This is an optimization exercise on Yosys and OpenROAD, whose aim is small area, a short achievable clock period and few clock cycles per item, not a production implementation.
RTL that was checked went through simulation tests only; none was proved equivalent to the original.
Power figures rest on the tool's default switching activity, not on a simulated workload.

==> flow/design.v <==
`timescale 1ns / 1ps
module prng (
	input clk,     
	input rst,   
	input [31:0] seed,
	input start,
	input cont,
	output reg done,
	output [31:0] rand_num
);
reg        busy;       
reg  [2:0] cnt;        
reg [30:0] acc;        
reg        nd;         
wire [30:0] a = acc;
wire [30:0] b = ~{acc[2:0], acc[30:3]} & {{15{nd}}, {16{busy}}};
wire [30:0] g0 = a & b;
wire [30:0] p0 = a ^ b;
wire sg0_1 = g0[1] | p0[1] & g0[0];
wire sp0_1 = p0[1] & p0[0];
wire sg0_3 = g0[3] | p0[3] & g0[2];
wire sp0_3 = p0[3] & p0[2];
wire sg0_5 = g0[5] | p0[5] & g0[4];
wire sp0_5 = p0[5] & p0[4];
wire sg0_7 = g0[7] | p0[7] & g0[6];
wire sp0_7 = p0[7] & p0[6];
wire sg0_9 = g0[9] | p0[9] & g0[8];
wire sp0_9 = p0[9] & p0[8];
wire sg0_11 = g0[11] | p0[11] & g0[10];
wire sp0_11 = p0[11] & p0[10];
wire sg0_13 = g0[13] | p0[13] & g0[12];
wire sp0_13 = p0[13] & p0[12];
wire sg0_15 = g0[15] | p0[15] & g0[14];
wire sp0_15 = p0[15] & p0[14];
wire sg0_17 = g0[17] | p0[17] & g0[16];
wire sp0_17 = p0[17] & p0[16];
wire sg0_19 = g0[19] | p0[19] & g0[18];
wire sp0_19 = p0[19] & p0[18];
wire sg0_21 = g0[21] | p0[21] & g0[20];
wire sp0_21 = p0[21] & p0[20];
wire sg0_23 = g0[23] | p0[23] & g0[22];
wire sp0_23 = p0[23] & p0[22];
wire sg0_25 = g0[25] | p0[25] & g0[24];
wire sp0_25 = p0[25] & p0[24];
wire sg0_27 = g0[27] | p0[27] & g0[26];
wire sp0_27 = p0[27] & p0[26];
wire sg0_29 = g0[29] | p0[29] & g0[28];
wire sp0_29 = p0[29] & p0[28];
wire sg1_2 = g0[2] | p0[2] & sg0_1;
wire sp1_2 = p0[2] & sp0_1;
wire sg1_3 = sg0_3 | sp0_3 & sg0_1;
wire sp1_3 = sp0_3 & sp0_1;
wire sg1_6 = g0[6] | p0[6] & sg0_5;
wire sp1_6 = p0[6] & sp0_5;
wire sg1_7 = sg0_7 | sp0_7 & sg0_5;
wire sp1_7 = sp0_7 & sp0_5;
wire sg1_10 = g0[10] | p0[10] & sg0_9;
wire sp1_10 = p0[10] & sp0_9;
wire sg1_11 = sg0_11 | sp0_11 & sg0_9;
wire sp1_11 = sp0_11 & sp0_9;
wire sg1_14 = g0[14] | p0[14] & sg0_13;
wire sp1_14 = p0[14] & sp0_13;
wire sg1_15 = sg0_15 | sp0_15 & sg0_13;
wire sp1_15 = sp0_15 & sp0_13;
wire sg1_18 = g0[18] | p0[18] & sg0_17;
wire sp1_18 = p0[18] & sp0_17;
wire sg1_19 = sg0_19 | sp0_19 & sg0_17;
wire sp1_19 = sp0_19 & sp0_17;
wire sg1_22 = g0[22] | p0[22] & sg0_21;
wire sp1_22 = p0[22] & sp0_21;
wire sg1_23 = sg0_23 | sp0_23 & sg0_21;
wire sp1_23 = sp0_23 & sp0_21;
wire sg1_26 = g0[26] | p0[26] & sg0_25;
wire sp1_26 = p0[26] & sp0_25;
wire sg1_27 = sg0_27 | sp0_27 & sg0_25;
wire sp1_27 = sp0_27 & sp0_25;
wire sg1_30 = g0[30] | p0[30] & sg0_29;
wire sp1_30 = p0[30] & sp0_29;
wire sg2_4 = g0[4] | p0[4] & sg1_3;
wire sp2_4 = p0[4] & sp1_3;
wire sg2_5 = sg0_5 | sp0_5 & sg1_3;
wire sp2_5 = sp0_5 & sp1_3;
wire sg2_6 = sg1_6 | sp1_6 & sg1_3;
wire sp2_6 = sp1_6 & sp1_3;
wire sg2_7 = sg1_7 | sp1_7 & sg1_3;
wire sp2_7 = sp1_7 & sp1_3;
wire sg2_12 = g0[12] | p0[12] & sg1_11;
wire sp2_12 = p0[12] & sp1_11;
wire sg2_13 = sg0_13 | sp0_13 & sg1_11;
wire sp2_13 = sp0_13 & sp1_11;
wire sg2_14 = sg1_14 | sp1_14 & sg1_11;
wire sp2_14 = sp1_14 & sp1_11;
wire sg2_15 = sg1_15 | sp1_15 & sg1_11;
wire sp2_15 = sp1_15 & sp1_11;
wire sg2_20 = g0[20] | p0[20] & sg1_19;
wire sp2_20 = p0[20] & sp1_19;
wire sg2_21 = sg0_21 | sp0_21 & sg1_19;
wire sp2_21 = sp0_21 & sp1_19;
wire sg2_22 = sg1_22 | sp1_22 & sg1_19;
wire sp2_22 = sp1_22 & sp1_19;
wire sg2_23 = sg1_23 | sp1_23 & sg1_19;
wire sp2_23 = sp1_23 & sp1_19;
wire sg2_28 = g0[28] | p0[28] & sg1_27;
wire sp2_28 = p0[28] & sp1_27;
wire sg2_29 = sg0_29 | sp0_29 & sg1_27;
wire sp2_29 = sp0_29 & sp1_27;
wire sg2_30 = sg1_30 | sp1_30 & sg1_27;
wire sp2_30 = sp1_30 & sp1_27;
wire sg3_8 = g0[8] | p0[8] & sg2_7;
wire sp3_8 = p0[8] & sp2_7;
wire sg3_9 = sg0_9 | sp0_9 & sg2_7;
wire sp3_9 = sp0_9 & sp2_7;
wire sg3_10 = sg1_10 | sp1_10 & sg2_7;
wire sp3_10 = sp1_10 & sp2_7;
wire sg3_11 = sg1_11 | sp1_11 & sg2_7;
wire sp3_11 = sp1_11 & sp2_7;
wire sg3_12 = sg2_12 | sp2_12 & sg2_7;
wire sp3_12 = sp2_12 & sp2_7;
wire sg3_13 = sg2_13 | sp2_13 & sg2_7;
wire sp3_13 = sp2_13 & sp2_7;
wire sg3_14 = sg2_14 | sp2_14 & sg2_7;
wire sp3_14 = sp2_14 & sp2_7;
wire sg3_15 = sg2_15 | sp2_15 & sg2_7;
wire sp3_15 = sp2_15 & sp2_7;
wire sg3_24 = g0[24] | p0[24] & sg2_23;
wire sp3_24 = p0[24] & sp2_23;
wire sg3_25 = sg0_25 | sp0_25 & sg2_23;
wire sp3_25 = sp0_25 & sp2_23;
wire sg3_26 = sg1_26 | sp1_26 & sg2_23;
wire sp3_26 = sp1_26 & sp2_23;
wire sg3_27 = sg1_27 | sp1_27 & sg2_23;
wire sp3_27 = sp1_27 & sp2_23;
wire sg3_28 = sg2_28 | sp2_28 & sg2_23;
wire sp3_28 = sp2_28 & sp2_23;
wire sg3_29 = sg2_29 | sp2_29 & sg2_23;
wire sp3_29 = sp2_29 & sp2_23;
wire sg3_30 = sg2_30 | sp2_30 & sg2_23;
wire sp3_30 = sp2_30 & sp2_23;
wire sg4_16 = g0[16] | p0[16] & sg3_15;
wire sp4_16 = p0[16] & sp3_15;
wire sg4_17 = sg0_17 | sp0_17 & sg3_15;
wire sp4_17 = sp0_17 & sp3_15;
wire sg4_18 = sg1_18 | sp1_18 & sg3_15;
wire sp4_18 = sp1_18 & sp3_15;
wire sg4_19 = sg1_19 | sp1_19 & sg3_15;
wire sp4_19 = sp1_19 & sp3_15;
wire sg4_20 = sg2_20 | sp2_20 & sg3_15;
wire sp4_20 = sp2_20 & sp3_15;
wire sg4_21 = sg2_21 | sp2_21 & sg3_15;
wire sp4_21 = sp2_21 & sp3_15;
wire sg4_22 = sg2_22 | sp2_22 & sg3_15;
wire sp4_22 = sp2_22 & sp3_15;
wire sg4_23 = sg2_23 | sp2_23 & sg3_15;
wire sp4_23 = sp2_23 & sp3_15;
wire sg4_24 = sg3_24 | sp3_24 & sg3_15;
wire sp4_24 = sp3_24 & sp3_15;
wire sg4_25 = sg3_25 | sp3_25 & sg3_15;
wire sp4_25 = sp3_25 & sp3_15;
wire sg4_26 = sg3_26 | sp3_26 & sg3_15;
wire sp4_26 = sp3_26 & sp3_15;
wire sg4_27 = sg3_27 | sp3_27 & sg3_15;
wire sp4_27 = sp3_27 & sp3_15;
wire sg4_28 = sg3_28 | sp3_28 & sg3_15;
wire sp4_28 = sp3_28 & sp3_15;
wire sg4_29 = sg3_29 | sp3_29 & sg3_15;
wire sp4_29 = sp3_29 & sp3_15;
wire sg4_30 = sg3_30 | sp3_30 & sg3_15;
wire sp4_30 = sp3_30 & sp3_15;
wire cout = sg4_30;
wire [30:0] c;
assign c[0] = cout;
assign c[1] = g0[0] | p0[0] & cout;
assign c[2] = sg0_1 | sp0_1 & cout;
assign c[3] = sg1_2 | sp1_2 & cout;
assign c[4] = sg1_3 | sp1_3 & cout;
assign c[5] = sg2_4 | sp2_4 & cout;
assign c[6] = sg2_5 | sp2_5 & cout;
assign c[7] = sg2_6 | sp2_6 & cout;
assign c[8] = sg2_7 | sp2_7 & cout;
assign c[9] = sg3_8 | sp3_8 & cout;
assign c[10] = sg3_9 | sp3_9 & cout;
assign c[11] = sg3_10 | sp3_10 & cout;
assign c[12] = sg3_11 | sp3_11 & cout;
assign c[13] = sg3_12 | sp3_12 & cout;
assign c[14] = sg3_13 | sp3_13 & cout;
assign c[15] = sg3_14 | sp3_14 & cout;
assign c[16] = sg3_15 | sp3_15 & cout;
assign c[17] = sg4_16 | sp4_16 & cout;
assign c[18] = sg4_17 | sp4_17 & cout;
assign c[19] = sg4_18 | sp4_18 & cout;
assign c[20] = sg4_19 | sp4_19 & cout;
assign c[21] = sg4_20 | sp4_20 & cout;
assign c[22] = sg4_21 | sp4_21 & cout;
assign c[23] = sg4_22 | sp4_22 & cout;
assign c[24] = sg4_23 | sp4_23 & cout;
assign c[25] = sg4_24 | sp4_24 & cout;
assign c[26] = sg4_25 | sp4_25 & cout;
assign c[27] = sg4_26 | sp4_26 & cout;
assign c[28] = sg4_27 | sp4_27 & cout;
assign c[29] = sg4_28 | sp4_28 & cout;
assign c[30] = sg4_29 | sp4_29 & cout;
wire [30:0] sum = p0 ^ c;
assign rand_num = {1'b0, acc};
always @(posedge clk) begin
	if (rst) begin
		busy <= 1'b0;
		done <= 1'b0;
		cnt  <= 3'd0;
	end else if (busy) begin
		cnt <= cnt + 3'd1;
		if (cnt == 3'd4) begin
			busy <= 1'b0;
			done <= 1'b1;
		end
	end else if (done) begin
		if (!start) done <= 1'b0;
	end else if (start) begin
		busy <= 1'b1;
		cnt  <= 3'd0;
	end
end
always @(posedge clk) begin
	if (rst)
		nd <= 1'b1;
	else if (busy && cnt == 3'd4)
		nd <= 1'b0;
	else if (done && !start)
		nd <= 1'b1;
end
always @(posedge clk) begin
	if (busy || done)
		acc <= sum;
	else
		acc <= {seed[15:0], seed[30:16]};
end
endmodule
export LEC_CHECK = 0
export CAP_MARGIN = 20
export CORE_MARGIN = 2
export CORE_UTILIZATION = 40
export SLEW_MARGIN = 70
create_clock -name core_clock -period 9.0 [get_ports {clk}]
standard.sh (not shown) runs the stock make flow with config.mk's settings and CLKGATE_MAP_FILE= SYNTH_SCRIPT=/design/flow/synth_recipe.tcl, a recipe that flattens the netlist after the stock synthesis.
==> flow/flow/run.sh <==
#!/bin/bash
# The standard layout, with the port buffers made of plain buffers
# (sky130_fd_sc_hd__buf_2) instead of the cell buffer_ports picks by itself.
set -euo pipefail
export BUFFER_PORTS_ARGS="-buffer_cell sky130_fd_sc_hd__buf_2"

bash standard.sh > standard.log 2>&1
Then changed:
--- a/flow/design.v
+++ b/flow/design.v
@@ -9,13 +9,12 @@
 	output [31:0] rand_num
 );
 reg        busy;       
 reg  [2:0] cnt;        
 reg [30:0] acc;        
-reg        nd;         
 wire [30:0] a = acc;
-wire [30:0] b = ~{acc[2:0], acc[30:3]} & {{15{nd}}, {16{busy}}};
+wire [30:0] b = ~{acc[2:0], acc[30:3]} & {31{busy}};
 wire [30:0] g0 = a & b;
 wire [30:0] p0 = a ^ b;
 wire sg0_1 = g0[1] | p0[1] & g0[0];
 wire sp0_1 = p0[1] & p0[0];
 wire sg0_3 = g0[3] | p0[3] & g0[2];
@@ -218,18 +217,10 @@
 		busy <= 1'b1;
 		cnt  <= 3'd0;
 	end
 end
 always @(posedge clk) begin
-	if (rst)
-		nd <= 1'b1;
-	else if (busy && cnt == 3'd4)
-		nd <= 1'b0;
-	else if (done && !start)
-		nd <= 1'b1;
-end
-always @(posedge clk) begin
 	if (busy || done)
 		acc <= sum;
 	else
 		acc <= {seed[15:0], seed[30:16]};
 end
Outcome: The changed run finished clean; die area came out lower by 2.8%; sequential share of layout area barely changes; area after synthesis went down by 2.9%; via count is lower by 6.0%; cell area is lower by 2.8%; first-iteration DRC count is lower by 46%; fmax is about the same; hold slack gains 0.0042 ns; global-route usage goes down by 1.7 points; synthesized cell count falls by 3.4%; clock-buffer cell count grows by 3.
Function was not checked in any run of this note: the RTL went through the layout flow alone.

========
prng, a different RTL version from the one above (not shown whole).
For scale: ~340 cells after synthesis, roughly 39 flip-flops, about 69 I/O pins.
==> module prng, before the edit <==
module prng (
	input clk,     
	input rst,   
	input [31:0] seed,
	input start,
	input cont,
	output reg done,
	output [31:0] rand_num
);
localparam B  = 4;                 
localparam NB = (31 + B - 1) / B;  
reg [30:0] acc;    
reg  [2:0] cnt;    
reg  [3:0] nen;    
wire busy = !nen[0];
assign rand_num = {1'b0, acc};
wire [30:0] nen_bits = {{7{nen[3]}}, {8{nen[2]}}, {8{nen[1]}}, {8{nen[0]}}};
wire [30:0] b = ~({acc[2:0], acc[30:3]} | nen_bits);
wire [30:0] g = acc & b;    
wire [30:0] p = acc ^ b;    
localparam LB = (B > 8) ? 4 : (B > 4) ? 3 : (B > 2) ? 2 : (B > 1) ? 1 : 0;   
wire [30:0] lg [0:LB];
wire [30:0] lp [0:LB];
wire [30:0] gl = lg[LB];
wire [30:0] pl = lp[LB];
assign lg[0] = g;
assign lp[0] = p;
wire [NB-1:0] bg, bp;
wire [30:0] c;
genvar i, j, k;
generate
	for (k = 0; k < LB; k = k + 1) begin : local_level
		for (i = 0; i < 31; i = i + 1) begin : local_bit
			localparam LO = i - i % B;
			localparam OFF = i % B;
			localparam J = LO + (OFF & ~((2 << k) - 1)) + (1 << k) - 1;
			if ((OFF >> k) & 1) begin : merge
				assign lg[k+1][i] = lg[k][i] | lp[k][i] & lg[k][J];
				assign lp[k+1][i] = lp[k][i] & lp[k][J];
			end else begin : pass
				assign lg[k+1][i] = lg[k][i];
				assign lp[k+1][i] = lp[k][i];
			end
		end
	end
	for (j = 0; j < NB; j = j + 1) begin : block_gp
		localparam TOP = (j * B + B - 1 > 30) ? 30 : j * B + B - 1;
		assign bg[j] = gl[TOP];
		assign bp[j] = pl[TOP];
	end
endgenerate
localparam L = (NB > 16) ? 5 : (NB > 8) ? 4 : (NB > 4) ? 3 : (NB > 2) ? 2 : 1;   
wire [NB-1:0] cg [0:L];
wire [NB-1:0] cp [0:L];
assign cg[0] = bg;
assign cp[0] = bp;
generate
	for (k = 0; k < L; k = k + 1) begin : ring_level
		for (j = 0; j < NB; j = j + 1) begin : ring_block
			localparam J2 = (j + NB - (1 << k) % NB) % NB;
			assign cg[k+1][j] = cg[k][j] | cp[k][j] & cg[k][J2];
			assign cp[k+1][j] = cp[k][j] & cp[k][J2];
		end
	end
	for (i = 0; i < 31; i = i + 1) begin : carry
		localparam BI = i / B;
		localparam BPREV = (BI + NB - 1) % NB;
		if (i % B == 0) begin : first
			assign c[i] = cg[L][BPREV];
		end else begin : next
			assign c[i] = gl[i-1] | pl[i-1] & cg[L][BPREV];
		end
	end
endgenerate
wire [30:0] x = (busy || done) ? p : {seed[15:0], seed[30:16]};
always @(posedge clk)
	acc <= x ^ c;
always @(posedge clk) begin
	if (rst) begin
		nen  <= 4'hf;
		done <= 1'b0;
		cnt  <= 3'd0;
	end else if (busy) begin
		cnt <= cnt + 3'd1;
		if (cnt == 3'd4)        nen[0] <= 1'b1;
		if (cnt[2])             nen[1] <= 1'b1;
		if (cnt[2] && !cnt[1])  nen[2] <= 1'b1;
		if (cnt[2] && !cnt[0])  nen[3] <= 1'b1;
		if (cnt == 3'd4)        done  <= 1'b1;
	end else if (done) begin
		if (!start) done <= 1'b0;
	end else if (start) begin
		nen <= 4'd0;
		cnt <= 3'd0;
	end
end
endmodule
export LEC_CHECK = 0
export CAP_MARGIN = 20
export CORE_MARGIN = 2
export CORE_UTILIZATION = 40
export SLEW_MARGIN = 70
create_clock -name core_clock -period 9.0 [get_ports {clk}]
==> flow/flow/run.sh <==
#!/bin/bash
# The standard layout (standard.sh) with these changes:
#  - synthesis: ABC's technology mapping (&nf) may relax delay for area
#    (-R 20); everything else, registers included, is as in the standard flow;
#  - the port buffers are plain buffers (sky130_fd_sc_hd__buf_1) instead of
#    the cell buffer_ports picks by itself;
#  - timing repair aims for 6.35 ns of setup slack.
set -euo pipefail
cp -r "$FLOW_HOME/scripts" scripts
sed -i 's/^&nf$/\&nf -R 20/' scripts/abc_speed.script
export SCRIPTS_DIR="$PWD/scripts"
export BUFFER_PORTS_ARGS="-buffer_cell sky130_fd_sc_hd__buf_1"
export SETUP_SLACK_MARGIN=6.35
bash standard.sh > standard.log 2>&1
Testbench counts at the start, summed over its fixed seeds: cycles 18,432, items 2,048.
==> next run, changes <==
--- a/flow/design.v
+++ b/flow/design.v
@@ -82,12 +82,12 @@
 		done <= 1'b0;
 		cnt  <= 3'd0;
 	end else if (busy) begin
-		cnt <= cnt + 3'd1;
-		if (cnt == 3'd4)        nen[0] <= 1'b1;
-		if (cnt[2])             nen[1] <= 1'b1;
-		if (cnt[2] && !cnt[1])  nen[2] <= 1'b1;
-		if (cnt[2] && !cnt[0])  nen[3] <= 1'b1;
-		if (cnt == 3'd4)        done  <= 1'b1;
+		cnt <= {cnt[1:0], !cnt[2]};
+		if (cnt == 3'b110)                nen[0] <= 1'b1;
+		if (cnt[2] && !cnt[0])            nen[1] <= 1'b1;
+		if (cnt[1] && !cnt[0])            nen[2] <= 1'b1;
+		if (cnt[2] && (cnt[1] ^ cnt[0]))   nen[3] <= 1'b1;
+		if (cnt == 3'b110)                done   <= 1'b1;
 	end else if (done) begin
 		if (!start) done <= 1'b0;
 	end else if (start) begin
After rerunning: Via count rises by a few percent. Sequential power came out higher by a few percent. Design area goes up by a little under a tenth. Die area goes down slightly. Routed wire length grows by roughly a tenth. Sequential share of layout area falls by 1.7 points.
The RTL of the second run of this note was laid out without a check of its function.

## separate check: timing with driven ports
No port has a modelled driver above. Below, the same layouts with a new extraction and two added sets of constraints.
Step 1 (the two cells are an assumption about what drives the block):
set clk [get_ports {clk}]
set_driving_cell -lib_cell sky130_fd_sc_hd__clkbuf_16 $clk
set_driving_cell -lib_cell sky130_fd_sc_hd__buf_2 [delete_from_list [all_inputs] $clk]
Step 2 adds t to the input delays and takes it off the output delays; t is the mean of the earliest and latest rising clock arrival at the registers after step 1. Input paths then give back, and output paths get back, about the clock's delay inside the block.
Slacks: ideal ports / drivers / drivers and shift; pairs: ideal ports / drivers.
run	shift t [ns]	slack for setup (ns)	clock arrival spread, ns	worst data-port slew with drivers (ns)
the first run of note 1	0.324	5.760 / 5.760 / 5.760	0.007 / 0.007	0.03
the second run of note 1	0.316	5.757 / 5.757 / 5.757	0.007 / 0.007	0.04
the first run of note 2	0.327	6.370 / 6.340 / 6.410	0.013 / 0.013	0.04
the second run of note 2	0.323	6.359 / 6.343 / 6.247	0.008 / 0.008	0.03
After both steps setup and hold are still met in every run listed. The setup slack of the second run of note 2, which loses most, moves by -0.016 ns with the drivers and by -0.112 ns with both steps.
